Context: an optimization exercise on an open-source flow, tuned for small area and a short achievable clock period. The choices shown serve that exercise and are no tape-out recipe.
Function was checked by simulation only, so behaviour that the tests miss may differ from the original.
Power figures rest on the tool's default switching activity, not on a simulated workload.

Design umt_top, start of the top module:
module umt_top #(
    parameter MAX_UMTS = 5,
    parameter MAX_LMTS = 5,
    parameter MAX_WIDTH = 64,
    parameter MAX_DEPTH = 512,
    parameter PMT_WIDTH = 32,
    parameter PMT_DEPTH = 32,
    parameter MAX_PMTS_PER_LMT = 8
) (
    input  wire                      clk,
    input  wire                      rst_n,
    input  wire                      umt_cfg_valid,
    input  wire                      umt_cfg_wr_en,
    input  wire [2:0]                umt_cfg_id,
    input  wire [15:0]               umt_cfg_width,
    input  wire [15:0]               umt_cfg_depth,
    input  wire                      umt_cfg_type,
    input  wire                      umt_map_trigger,
    input  wire                      entry_valid,
    input  wire [2:0]                entry_umt_id,
    input  wire [8:0]                entry_addr,
    input  wire [MAX_WIDTH-1:0]      entry_data,
    input  wire [MAX_WIDTH-1:0]      entry_mask,
    output wire                      map_done,
    output wire                      map_error,
    output wire [MAX_LMTS-1:0]       lmt_used,
    output wire [MAX_LMTS*8-1:0]     lmt_uid,
    output wire [MAX_LMTS*8-1:0]     lmt_internal_id,
    output wire [MAX_LMTS*2-1:0]     lmt_status_flag,
  ...
Size: ~240 flip-flops, roughly 13000 sq um of cells after synthesis.
Settings: LEC_CHECK=0, CAP_MARGIN=20, CORE_MARGIN=2, CORE_UTILIZATION=82, SLEW_MARGIN=20; clock period 120.0 ns.
standard.sh (not shown) runs the stock make flow with config.mk's settings and CLKGATE_MAP_FILE= SYNTH_SCRIPT=/design/flow/synth_recipe.tcl, a recipe that flattens the netlist after the stock synthesis.
==> flow/flow/run.sh <==
#!/bin/bash
# Standard ORFS layout (the standard.sh) with these changes:
#  - port buffers are the smallest buffer cell (buf_1);
#  - clock tree: larger sink clusters of clkbuf_8, no dummy loads;
#  - repair aims at a setup slack of 93.75 ns (the I/O paths set the period);
#  - tie cells each drive up to 8 constant outputs instead of one each;
#  - after floorplan, the logic is re-mapped for area (restructure) and
#    cells are set to their smallest variant.
set -euo pipefail
here="$(cd "$(dirname "$0")" && pwd)"
export BUFFER_PORTS_ARGS="-buffer_cell sky130_fd_sc_hd__buf_1"
export CTS_ARGS="-sink_clustering_enable -repair_clock_nets -dont_use_dummy_load -buf_list sky130_fd_sc_hd__clkbuf_8 -sink_clustering_size 16 -sink_clustering_max_diameter 60"
export SETUP_SLACK_MARGIN=93.75
export SKIP_REPAIR_TIE_FANOUT=1
export POST_FLOORPLAN_TCL="$here/post_floorplan.tcl"
bash standard.sh > standard.log 2>&1
Other scripts of this flow, unchanged in this note and not shown: flow/flow/downsize.tcl, flow/flow/post_floorplan.tcl, flow/flow/tie.tcl
The first run did not get past 3_2_place_iop.
Next try:
--- a/flow/flow/run.sh
+++ b/flow/flow/run.sh
@@ -3,5 +3,5 @@
 #  - port buffers are the smallest buffer cell (buf_1);
 #  - clock tree: larger sink clusters of clkbuf_8, no dummy loads;
-#  - repair aims at a setup slack of 93.75 ns (the I/O paths set the period);
+#  - repair aims at a setup slack of 94 ns (the I/O paths set the period);
 #  - tie cells each drive up to 8 constant outputs instead of one each;
 #  - after floorplan, the logic is re-mapped for area (restructure) and
@@ -11,5 +11,5 @@
 export BUFFER_PORTS_ARGS="-buffer_cell sky130_fd_sc_hd__buf_1"
 export CTS_ARGS="-sink_clustering_enable -repair_clock_nets -dont_use_dummy_load -buf_list sky130_fd_sc_hd__clkbuf_8 -sink_clustering_size 16 -sink_clustering_max_diameter 60"
-export SETUP_SLACK_MARGIN=93.75
+export SETUP_SLACK_MARGIN=94
 export SKIP_REPAIR_TIE_FANOUT=1
 export POST_FLOORPLAN_TCL="$here/post_floorplan.tcl"
- CORE_UTILIZATION: 82 -> 65
With this change the flow finished with timing, DRC and antenna clean. Area after synthesis is unchanged. Synthesized cell count is unchanged.
Next try:
--- a/flow/flow/run.sh
+++ b/flow/flow/run.sh
@@ -3,5 +3,5 @@
 #  - port buffers are the smallest buffer cell (buf_1);
 #  - clock tree: larger sink clusters of clkbuf_8, no dummy loads;
-#  - repair aims at a setup slack of 94 ns (the I/O paths set the period);
+#  - repair aims at a setup slack of 93 ns (the I/O paths set the period);
 #  - tie cells each drive up to 8 constant outputs instead of one each;
 #  - after floorplan, the logic is re-mapped for area (restructure) and
@@ -11,5 +11,5 @@
 export BUFFER_PORTS_ARGS="-buffer_cell sky130_fd_sc_hd__buf_1"
 export CTS_ARGS="-sink_clustering_enable -repair_clock_nets -dont_use_dummy_load -buf_list sky130_fd_sc_hd__clkbuf_8 -sink_clustering_size 16 -sink_clustering_max_diameter 60"
-export SETUP_SLACK_MARGIN=94
+export SETUP_SLACK_MARGIN=93
 export SKIP_REPAIR_TIE_FANOUT=1
 export POST_FLOORPLAN_TCL="$here/post_floorplan.tcl"
- CORE_UTILIZATION: 65 -> 75
The new run completed without violations.
Utilization is higher by 7.0 points.
Final area decreases by about 4%.
Final cell count falls by 3.4%.
Wire length falls by 6.2%.
Sequential cell count is unchanged.
First-iteration DRC count goes up by 24%.
Via count hardly moves.
Total power falls by 2.3%.
Global-route usage goes up by 4.1 points.
Combinational power goes down by about 3%.
Sequential share of layout area rose by 1.8 points.
Next try:
--- a/flow/flow/run.sh
+++ b/flow/flow/run.sh
@@ -3,5 +3,5 @@
 #  - port buffers are the smallest buffer cell (buf_1);
 #  - clock tree: larger sink clusters of clkbuf_8, no dummy loads;
-#  - repair aims at a setup slack of 93 ns (the I/O paths set the period);
+#  - repair aims at a setup slack of 93.75 ns (the I/O paths set the period);
 #  - tie cells each drive up to 8 constant outputs instead of one each;
 #  - after floorplan, the logic is re-mapped for area (restructure) and
@@ -11,5 +11,5 @@
 export BUFFER_PORTS_ARGS="-buffer_cell sky130_fd_sc_hd__buf_1"
 export CTS_ARGS="-sink_clustering_enable -repair_clock_nets -dont_use_dummy_load -buf_list sky130_fd_sc_hd__clkbuf_8 -sink_clustering_size 16 -sink_clustering_max_diameter 60"
-export SETUP_SLACK_MARGIN=93
+export SETUP_SLACK_MARGIN=93.75
 export SKIP_REPAIR_TIE_FANOUT=1
 export POST_FLOORPLAN_TCL="$here/post_floorplan.tcl"
Effect: Wire length came out higher by 0.99%. Worst setup slack gets better by 0.53 ns. Hold slack barely changes.

## lane 1
Starting RTL as in the previous note.
clock: 120.0 ns
lec_check: 0
cap_margin: 20
core_margin: 2
core_utilization: 75
slew_margin: 20
==> flow/flow/run.sh <==
#!/bin/bash
# Standard ORFS layout (the standard.sh) with these changes:
#  - port buffers are the smallest buffer cell (buf_1);
#  - clock tree: larger sink clusters of clkbuf_8, no dummy loads;
#  - repair aims at a setup slack of 93 ns (the I/O paths set the period);
#  - tie cells each drive up to 8 constant outputs instead of one each;
#  - after floorplan, the logic is re-mapped for area (restructure) and
#    cells are set to their smallest variant.
set -euo pipefail
here="$(cd "$(dirname "$0")" && pwd)"
export BUFFER_PORTS_ARGS="-buffer_cell sky130_fd_sc_hd__buf_1"
export CTS_ARGS="-sink_clustering_enable -repair_clock_nets -dont_use_dummy_load -buf_list {sky130_fd_sc_hd__clkbuf_4 sky130_fd_sc_hd__clkbuf_8} -sink_clustering_size 12 -sink_clustering_max_diameter 50"
export SETUP_SLACK_MARGIN=93
export SKIP_REPAIR_TIE_FANOUT=1
export POST_FLOORPLAN_TCL="$here/post_floorplan.tcl"
bash standard.sh > standard.log 2>&1
Other scripts of this flow, unchanged in this note and not shown: flow/flow/downsize.tcl, flow/flow/post_floorplan.tcl, flow/flow/tie.tcl
Lane 1 completed; timing, DRC and antenna clean
For lane 2, these inputs were changed with respect to lane 1:
-- flow/flow/run.sh --
<<< lane 1, line 5
#  - repair aims at a setup slack of 93 ns (the I/O paths set the period);
>>> lane 2, line 5
#  - repair aims at a setup slack of 94 ns (the I/O paths set the period);
<<< lane 1, line 12
export CTS_ARGS="-sink_clustering_enable -repair_clock_nets -dont_use_dummy_load -buf_list {sky130_fd_sc_hd__clkbuf_4 sky130_fd_sc_hd__clkbuf_8} -sink_clustering_size 12 -sink_clustering_max_diameter 50"
export SETUP_SLACK_MARGIN=93
>>> lane 2, line 12
export CTS_ARGS="-sink_clustering_enable -repair_clock_nets -dont_use_dummy_load -buf_list sky130_fd_sc_hd__clkbuf_8 -sink_clustering_size 16 -sink_clustering_max_diameter 60"
export SETUP_SLACK_MARGIN=94
Results
Diff lane 1..lane 2 | global-route wire length before repair | negligible
In the tables for lane 2 and lane 1, biggest cell delay along the critical path reads higher with lane 1.
a221o_1 as the worst-path cell with the longest stage delay was reported by lane 1, and bufbuf_16 by lane 2.
Diff lane 1..lane 2 | net count of the mapped netlist | unchanged
Relative to lane 1, insertion delay to the later sink of the worst-skew pair has gone down in lane 2.
Number of sequential cells in the layout came out exactly the same in lane 2 and lane 1.
After detailed routing, lane 1 needs less wire than lane 2.
Delta(total number of vias, lane 2 - lane 1) > 0
Here is what was changed in the inputs of lane 3 compared with lane 2.
-- flow/flow/run.sh --
<<< lane 2, line 5
#  - repair aims at a setup slack of 94 ns (the I/O paths set the period);
>>> lane 3, line 5
#  - repair aims at a setup slack of 93.5 ns (the I/O paths set the period);
<<< lane 2, line 13
export SETUP_SLACK_MARGIN=94
>>> lane 3, line 13
export SETUP_SLACK_MARGIN=93.5
- Final total negative setup slack: lane 3 vs lane 2 identical
- Compared with lane 2, lane 3 shows proportion of power drawn by flip-flops and latches higher by 0.5 points.
- Lane 3 against lane 2: count of nets after finishing shows a reduction of 7; maximum frequency shows a reduction of 0.00061 GHz; sequential power shows no meaningful change; total global routing track utilization shows a reduction of 0.56 points.
- Lane 3 reached the end of the flow, and the finished layout is clean on the timing, design-rule and antenna checks.
- The routed wire length number comes out higher for lane 2 vs lane 3.

==> what the ideal ports hide <==
The flow's constraints put no driver on any port. The routed layouts listed below were extracted and timed again, unchanged, in two steps.
Step 1 assumes that a clkbuf_16 drives the clock port and a buf_2 every other input.
Step 2 adds t to the input delays and takes it off the output delays; t is the mean of the earliest and latest rising clock arrival at the registers after step 1. Input paths then give back, and output paths get back, about the clock's delay inside the block.
a / b / c = no drivers / after step 1 / after step 2; a / b = the first two.
run	t, ns	slack for setup (ns)	worst setup path after step 2
the second run of note 1	0.569	94.010 / 94.023 / 93.454	input to register
the third run of note 1	0.555	93.248 / 93.259 / 92.704	input to register
the fourth run of note 1	0.553	93.781 / 93.795 / 93.242	input to register
lane 1	0.582	93.280 / 93.298 / 92.716	input to register
lane 2	0.555	94.045 / 94.055 / 93.500	input to register
lane 3	0.552	93.629 / 93.641 / 93.089	input to register
After both steps setup and hold are still met in every run listed. The setup slack of lane 1, which loses most, moves by +0.018 ns with the drivers and by -0.564 ns with both steps.
